From an optimization exercise on the open Yosys and OpenROAD flow, aimed at small area and a short achievable clock period; shortcuts taken in it are not production practice.
Function was checked by simulation only, so behaviour that the tests miss may differ from the original.
Power and IR drop assume default switching activity.

==> module controlsel, before the edit <==
module controlsel(Instr, vld, DBtheReg, selA, selB, selD, selImm);
	input   [31:0]  Instr;
	input   [14:0]  vld;
	input   [3:0]   DBtheReg;
	output  [15:0]  selA, selB, selD;
	output          selImm;
	wire    [1:0]   Op = Instr[27:26];
	wire            Branch  = Op[1] & ~Op[0];
	wire            IsStr   = ~Op[1] & Op[0] & ~Instr[20];
	wire            UseRegB = ~Op[1] & ~Op[0] & ~Instr[25];
	assign          selImm  = ~(IsStr | UseRegB);
	wire    [3:0]   loA, loAu, hiA, loD, hiD, loM, hiM, loX, hiX;
	dec2q   p0(.a(Instr[17:16]), .q(~Branch), .y(loA));
	dec2    p1(.a(Instr[17:16]), .y(loAu));
	dec2    p2(.a(Instr[19:18]), .y(hiA));
	dec2q   p3(.a(Instr[13:12]), .q(IsStr),   .y(loD));
	dec2    p4(.a(Instr[15:14]), .y(hiD));
	dec2q   p5(.a(Instr[1:0]),   .q(UseRegB), .y(loM));
	dec2    p6(.a(Instr[3:2]), .y(hiM));
	dec2    p7(.a(DBtheReg[1:0]), .y(loX));
	dec2    p8(.a(DBtheReg[3:2]), .y(hiX));
	genvar g;
	generate
		for (g = 0; g < 15; g = g + 1) begin : s
			and3s  a(.y(selA[g]), .a(loA[g % 4]), .b(hiA[g / 4]), .c(vld[g]));
			selb2  b(.y(selB[g]), .a(loD[g % 4]), .b(hiD[g / 4]), .c(loM[g % 4]), .d(hiM[g / 4]), .v(vld[g]));
			and3s  d(.y(selD[g]), .a(loX[g % 4]), .b(hiX[g / 4]), .c(vld[g]));
		end
	endgenerate
	assign  selA[15] = Branch | (loAu[3] & hiA[3]);
	assign  selB[15] = (loD[3] & hiD[3]) | (loM[3] & hiM[3]);
	assign  selD[15] = loX[3] & hiX[3];
endmodule
==> module msel, before the edit <==
module msel(a, b, sel);
	input   [4:0]   a, b;
	output  [7:0]   sel;
	wire            c2;
	wire    [7:0]   da, t0, t;
	carry2  u0(.a(a[1:0]), .b(b[1:0]), .c(c2));
	dec3    u1(.a(a[4:2]), .y(da));
	dec3    u2(.a(b[4:2]), .y(t0));
	rot1    u3(.t0(t0), .c(c2), .t(t));
	xbar8   u4(.da(da), .t(t), .sel(sel));
endmodule
export LEC_CHECK = 0
export CAP_MARGIN = 20
export CORE_MARGIN = 2
export CORE_UTILIZATION = 50
export SETUP_SLACK_MARGIN = 5
export SLEW_MARGIN = 20
export SYNTH_HIERARCHICAL = 1
export TNS_END_PERCENT = 0
create_clock -name core_clock -period 10.0 [get_ports {clk}]
standard.sh (not shown) runs the stock make flow with config.mk's settings and CLKGATE_MAP_FILE= SYNTH_SCRIPT=/design/flow/synth_recipe.tcl, a recipe that flattens the netlist after the stock synthesis.
==> flow/flow/run.sh <==
#!/bin/bash
# The standard layout (standard.sh) with these changes:
#  - plain buffers (sky130_fd_sc_hd__buf_2) on the ports instead of the
#    resizer's default choice (a delay cell);
#  - clock tree synthesis without dummy loads, with clkbuf_8 buffers and
#    sink clusters of up to 20 registers within 40 um (the clock-pin slew
#    stays near 100 ps and the insertion delay near the standard tree's).
# The full output of the flow goes to standard_flow.log (ORFS's own per-step
# logs are under orfs/logs).
set -o pipefail
export BUFFER_PORTS_ARGS="-buffer_cell sky130_fd_sc_hd__buf_2"
export CTS_ARGS="-sink_clustering_enable -repair_clock_nets -dont_use_dummy_load -buf_list sky130_fd_sc_hd__clkbuf_8 -sink_clustering_size 20 -sink_clustering_max_diameter 40"
bash standard.sh > standard_flow.log 2>&1
==> next run, changes <==
--- a/flow/design.v
+++ b/flow/design.v
@@ -163,16 +163,16 @@
 	output  [15:0]  selA, selB, selD;
 	output          selImm;
 	wire    [1:0]   Op = Instr[27:26];
 	wire            Branch  = Op[1] & ~Op[0];
-	wire            IsStr   = ~Op[1] & Op[0] & ~Instr[20];
+	wire            IsMem   = ~Op[1] & Op[0];
 	wire            UseRegB = ~Op[1] & ~Op[0] & ~Instr[25];
-	assign          selImm  = ~(IsStr | UseRegB);
+	assign          selImm  = ~(IsMem | UseRegB);
 	wire    [3:0]   loA, loAu, hiA, loD, hiD, loM, hiM, loX, hiX;
 	dec2q   p0(.a(Instr[17:16]), .q(~Branch), .y(loA));
 	dec2    p1(.a(Instr[17:16]), .y(loAu));
 	dec2    p2(.a(Instr[19:18]), .y(hiA));
-	dec2q   p3(.a(Instr[13:12]), .q(IsStr),   .y(loD));
+	dec2q   p3(.a(Instr[13:12]), .q(IsMem),   .y(loD));
 	dec2    p4(.a(Instr[15:14]), .y(hiD));
 	dec2q   p5(.a(Instr[1:0]),   .q(UseRegB), .y(loM));
 	dec2    p6(.a(Instr[3:2]), .y(hiM));
 	dec2    p7(.a(DBtheReg[1:0]), .y(loX));
@@ -1245,14 +1245,14 @@
 module msel(a, b, sel);
 	input   [4:0]   a, b;
 	output  [7:0]   sel;
 	wire            c2;
-	wire    [7:0]   da, t0, t;
+	wire    [7:0]   da, t0, s0;
 	carry2  u0(.a(a[1:0]), .b(b[1:0]), .c(c2));
 	dec3    u1(.a(a[4:2]), .y(da));
 	dec3    u2(.a(b[4:2]), .y(t0));
-	rot1    u3(.t0(t0), .c(c2), .t(t));
-	xbar8   u4(.da(da), .t(t), .sel(sel));
+	xbar8   u4(.da(da), .t(t0), .sel(s0));
+	rot1    u3(.t0(s0), .c(c2), .t(sel));
 endmodule
 module carry2(a, b, c);
 	input   [1:0]   a, b;
 	output          c;
The changed run produced a clean layout.
Core utilization came out higher by 0.12 points.
Global-route usage came out higher by 2.1 points.
Via count came out higher by 2.3%.
Register-to-register slack gets better by 0.11 ns.
Total power came out higher by 2.8%.
Setup slack gets better by 0.046 ns.
Final area barely changes.
Cell count is about the same.
Wire length came out higher by 3.9%.
Worst hold slack gets worse by 0.013 ns.
Count of clock-buffer cells in the layout does not change.
Non-clock buffer count came out lower by 24.
Synthesized cell count is unchanged.

[port drivers added, routing unchanged]
In the flow no input, the clock included, has a driving cell. The finished layouts below were timed again as built, in two steps. Step 1 (the two cells are an assumption about what drives the block):
set clk [get_ports {clk}]
set_driving_cell -lib_cell sky130_fd_sc_hd__clkbuf_16 $clk
set_driving_cell -lib_cell sky130_fd_sc_hd__buf_2 [delete_from_list [all_inputs] $clk]
Step 2 adds t to the input delays and takes it off the output delays; t is the mean of the earliest and latest rising clock arrival at the registers after step 1. Input paths then give back, and output paths get back, about the clock's delay inside the block. Three values: ideal ports, drivers, drivers and shift; two values: the first two.
| run | t (ns) | setup slack, ns | worst register clock-pin slew, ns |
|---|---|---|---|
| the first run | 0.826 | 4.017 / 3.955 / 3.238 | 0.09 / 0.09 |
| the second run | 0.825 | 4.063 / 4.009 / 3.301 | 0.09 / 0.09 |
After both steps every run listed still meets setup and hold. For the first run, which loses most, drivers alone change the setup slack by -0.062 ns; drivers and shift together by -0.779 ns.
